From an optimization exercise on the open Yosys and OpenROAD flow, aimed at small area and a short achievable clock period; shortcuts taken in it are not production practice. Only simulation tests tie the RTL to the original design; equivalence was not proved. Power and IR drop assume default switching activity.

## icache_fetch
module icache_fetch(
    input         clk,
    input         RESET,
    input  [13:0] fetch_addr,    
    input  [31:0] mem_rdata,     
    output [13:0] mem_addr,      
    output [31:0] instr,         
    output [15:0] instr_pc,      
    output        miss           
    );
For scale: ~5200 cells after synthesis, about 1900 flip-flops, roughly 110 I/O pins, roughly 62000 µm² of cells after synthesis.
clock: 8.0 ns
lec_check: 0
cap_margin: 20
core_margin: 2
core_utilization: 70
cts_buf_list: sky130_fd_sc_hd__clkbuf_16
cts_cluster_diameter: 70
cts_cluster_size: 24
setup_slack_margin: 4.3
slew_margin: 20
run.sh (not shown) runs the stock make flow with config.mk's settings and CLKGATE_MAP_FILE= SYNTH_SCRIPT=/design/flow/synth_recipe.tcl, a recipe that flattens the netlist after the stock synthesis.
The first run completed without violations.
Then changed:
- CORE_UTILIZATION: 70 -> 60
- CTS_CLUSTER_DIAMETER: 70 -> 75
- CTS_CLUSTER_SIZE: 24 -> 26
- SETUP_SLACK_MARGIN: 4.3 -> 4.35
Effect: Setup slack gets better by 0.053 ns. Area after synthesis does not change. Final cell count goes up by a few percent.

========
The RTL this note starts from:
==> flow/design.v <==
`timescale 1ns / 1ps
module icache_fetch(
    input         clk,
    input         RESET,
    input  [13:0] fetch_addr,    
    input  [31:0] mem_rdata,     
    output [13:0] mem_addr,      
    output [31:0] instr,         
    output [15:0] instr_pc,      
    output        miss           
    );
    reg [9:0]  tag   [0:15];
    reg [1:0]  lru   [0:15];
    reg [15:0] valid;
    reg [32:0] r0 [0:15];    
    reg [32:0] r1 [0:15];
    reg [32:0] r2 [0:15];
    reg [2:0]  ph;           
    reg [13:0] addr_q;       
    reg [3:0]  vict;         
    reg        use_mem;      
    reg [31:0] instr_qn;     
    reg        c_look, c_cap, c_hold, c_one;    
    wire [2:0] ph_nx;
    reg [31:0] mem_q;        
    reg        done_q;       
    wire [9:0] a_tag = fetch_addr[13:4];
    wire [1:0] a_set = fetch_addr[3:2];
    wire [1:0] a_off = fetch_addr[1:0];
    reg [15:0] m;            
    reg [3:0]  hs;           
    reg [3:0]  match;        
    reg [31:0] cand [0:3];
    reg [31:0] hword;
    integer i, s;
    reg [2:0]  sl [0:15];
    reg [31:0] cw;
    always @(*) begin
        for (i = 0; i < 16; i = i + 1) begin
            m[i] = valid[i] && (tag[i] == a_tag);
            case (a_off)
                2'd2:    sl[i] = {r0[i][32], r2[i][32], r1[i][32]};
                2'd3:    sl[i] = {r1[i][32], r0[i][32], r2[i][32]};
                2'd1:    sl[i] = {r2[i][32], r1[i][32], r0[i][32]};
                default: sl[i] = 3'b000;     
            endcase
        end
        for (s = 0; s < 4; s = s + 1)
            hs[s] = |m[s*4 +: 4];
        for (i = 0; i < 4; i = i + 1) begin
            match[i] = 1'b0;
            cw = 32'b0;
            for (s = 0; s < 4; s = s + 1) begin
                match[i] = match[i] | (a_set == s && m[s*4+i]);
                cw = cw | ({32{a_set == s && sl[s*4+i][0]}} & r0[s*4+i][31:0])
                        | ({32{a_set == s && sl[s*4+i][1]}} & r1[s*4+i][31:0])
                        | ({32{a_set == s && sl[s*4+i][2]}} & r2[s*4+i][31:0]);
            end
            cand[i] = cw;
        end
        hword = ({32{match[3]}} & cand[3]) | ({32{match[2]}} & cand[2])
              | ({32{match[1]}} & cand[1]) | ({32{match[0]}} & cand[0]);
    end
    wire hit = |(hs & (4'b0001 << a_set));
    assign ph_nx = RESET ? 3'd0 : (ph != 3'd0 || !hit) ? ph + 3'd1 : 3'd0;
    reg [1:0] lhit [0:15];
    reg [1:0] L;
    always @(*) begin
        for (s = 0; s < 4; s = s + 1) begin
            L = lru[s*4 + a_off];
            for (i = 0; i < 4; i = i + 1) begin
                lhit[s*4+i] = lru[s*4+i];
                if (L != 2'b00) begin
                    if (a_off == i) lhit[s*4+i] = 2'b00;
                    else if (lru[s*4+i] != 2'b00 && lru[s*4+i] < L) lhit[s*4+i] = lru[s*4+i] + 2'b01;
                end
            end
        end
    end
    wire [1:0] q_set = addr_q[3:2];
    reg [3:0] fv;
    reg [1:0] fl [0:3];
    always @(*) begin
        for (i = 0; i < 4; i = i + 1) begin
            fv[i] = 1'b0;
            fl[i] = 2'b00;
            for (s = 0; s < 4; s = s + 1)
                if (q_set == s) begin
                    fv[i] = valid[s*4+i];
                    fl[i] = lru[s*4+i];
                end
        end
    end
    wire [3:0] vict_d = (&fv) ? {fl[3] == 2'b11, fl[2] == 2'b11, fl[1] == 2'b11, fl[0] == 2'b11}
                              : (~fv & (fv + 4'b0001));    
    wire byp = done_q && (a_off == 2'd3) && (a_set == q_set) && |(match & vict);
    always @(posedge clk) begin
        mem_q  <= mem_rdata;
        done_q <= (ph == 3'd7);
        addr_q <= fetch_addr;
        vict   <= vict_d;
        use_mem <= ((ph == 3'd0) && (a_off == 2'd0)) || ((ph == 3'd7) && (addr_q[1:0] == 2'd3));
        instr_qn <= ({32{c_look}} & ~(byp ? mem_q : hword)) | ({32{c_cap}} & ~mem_q)
                  | ({32{c_hold}} & instr_qn) | {32{c_one}};
        c_look <= ph_nx == 3'd0;
        c_cap  <= (ph_nx == 3'd5 && addr_q[1:0] == 2'd0) || (ph_nx == 3'd6 && addr_q[1:0] == 2'd1) ||
                  (ph_nx == 3'd7 && addr_q[1:0] == 2'd2);
        c_one  <= ph_nx == 3'd7 && addr_q[1:0] == 2'd3;
        c_hold <= !(ph_nx == 3'd0) && !((ph_nx == 3'd5 && addr_q[1:0] == 2'd0) || (ph_nx == 3'd6 && addr_q[1:0] == 2'd1) ||
                  (ph_nx == 3'd7 && addr_q[1:0] == 2'd2)) && !(ph_nx == 3'd7 && addr_q[1:0] == 2'd3);
    end
    wire ins_nx = ph[2];     
    reg [15:0] ins, keep;
    genvar g;
    generate for (g = 0; g < 16; g = g + 1) begin : line
        wire sel = vict[g % 4] && (q_set == g / 4);
        always @(posedge clk) begin
            ins[g]  <= ins_nx && sel;
            keep[g] <= !(ins_nx && sel);
            r0[g] <= ({33{ins[g]}} & {ph == 3'd6, mem_q}) | ({33{keep[g]}} & r2[g]);
            r1[g] <= r0[g];
            r2[g] <= r1[g];
            tag[g] <= ({10{ins[g]}} & addr_q[13:4]) | ({10{keep[g]}} & tag[g]);
        end
        always @(posedge clk) begin
            if (RESET) begin
                valid[g] <= 1'b0;
                lru[g]   <= 2'b00;
            end else if (ph == 3'd7) begin
                if (q_set == g / 4) begin
                    if (vict[g % 4]) begin
                        valid[g] <= 1'b1;
                        lru[g]   <= 2'b00;
                    end else if (valid[g])
                        lru[g] <= lru[g] + 2'b01;
                end
            end else if (ph == 3'd0) begin
                if (a_set == g / 4 && hs[g / 4])
                    lru[g] <= lhit[g];
            end
        end
    end endgenerate
    always @(posedge clk)
        ph <= ph_nx;
    assign miss = |ph;
    assign mem_addr = {fetch_addr[13:2],
                       ph[2] & (ph[1] | ph[0]),
                       ph[2] & (ph[1] | ~ph[0])};
    assign instr = ~(~({32{use_mem}} & mem_rdata) & instr_qn);
    assign instr_pc = {addr_q, 2'b00};
endmodule
Settings: LEC_CHECK=0, CAP_MARGIN=20, CORE_MARGIN=2, CORE_UTILIZATION=60, CTS_BUF_LIST=sky130_fd_sc_hd__clkbuf_16, CTS_CLUSTER_DIAMETER=70, CTS_CLUSTER_SIZE=24, SETUP_SLACK_MARGIN=4.5, SLEW_MARGIN=20; clock period 8.0 ns.
The first run produced a clean layout.
Rerun with:
--- a/flow/config.mk
+++ b/flow/config.mk
@@ -12,4 +12,4 @@
 export CTS_CLUSTER_DIAMETER = 70
 export CTS_CLUSTER_SIZE = 24
-export SETUP_SLACK_MARGIN = 4.5
+export SETUP_SLACK_MARGIN = 4.4
 export SLEW_MARGIN = 20
- The changed run went through all stages and came out clean
- total power is about the same
- final area hardly moves
- count of clock-buffer cells in the layout rose by 1
- setup slack gains 0.12 ns
- routed wire length fell by 1.6%
- core utilization stays flat
- global-route usage fell by 0.67 points
- fmax rose by 3.3%
- register-to-register slack gains 0.11 ns

separate check: timing with driven ports:
No port has a modelled driver above. Below, the same layouts with a new extraction and two added sets of constraints. Step 1 sets driving cells, clkbuf_16 on the clock port and buf_2 on the other inputs (assumed; they add their load-dependent delay and slew). Step 2 moves the port delays by t, midway between the first and last clock arrival at a register: inputs arrive t later, outputs are due t later. That takes back most of the time a late clock gives input paths. a / b / c = no drivers / after step 1 / after step 2; a / b = the first two.
run | shift t [ns] | slack for setup (ns) | worst setup path after step 2
the first run of note 1 | 0.768 | 4.130 / 3.989 / 3.221 | input to register
the second run of note 1 | 0.789 | 4.183 / 4.052 / 3.263 | input to register
the first run of note 2 | 0.778 | 4.094 / 3.959 / 3.181 | input to register
the second run of note 2 | 0.790 | 4.218 / 4.151 / 3.360 | input to register
After both steps setup and hold are still met in every run listed. For the second run of note 1, which loses most, drivers alone change the setup slack by -0.131 ns; drivers and shift together by -0.920 ns.
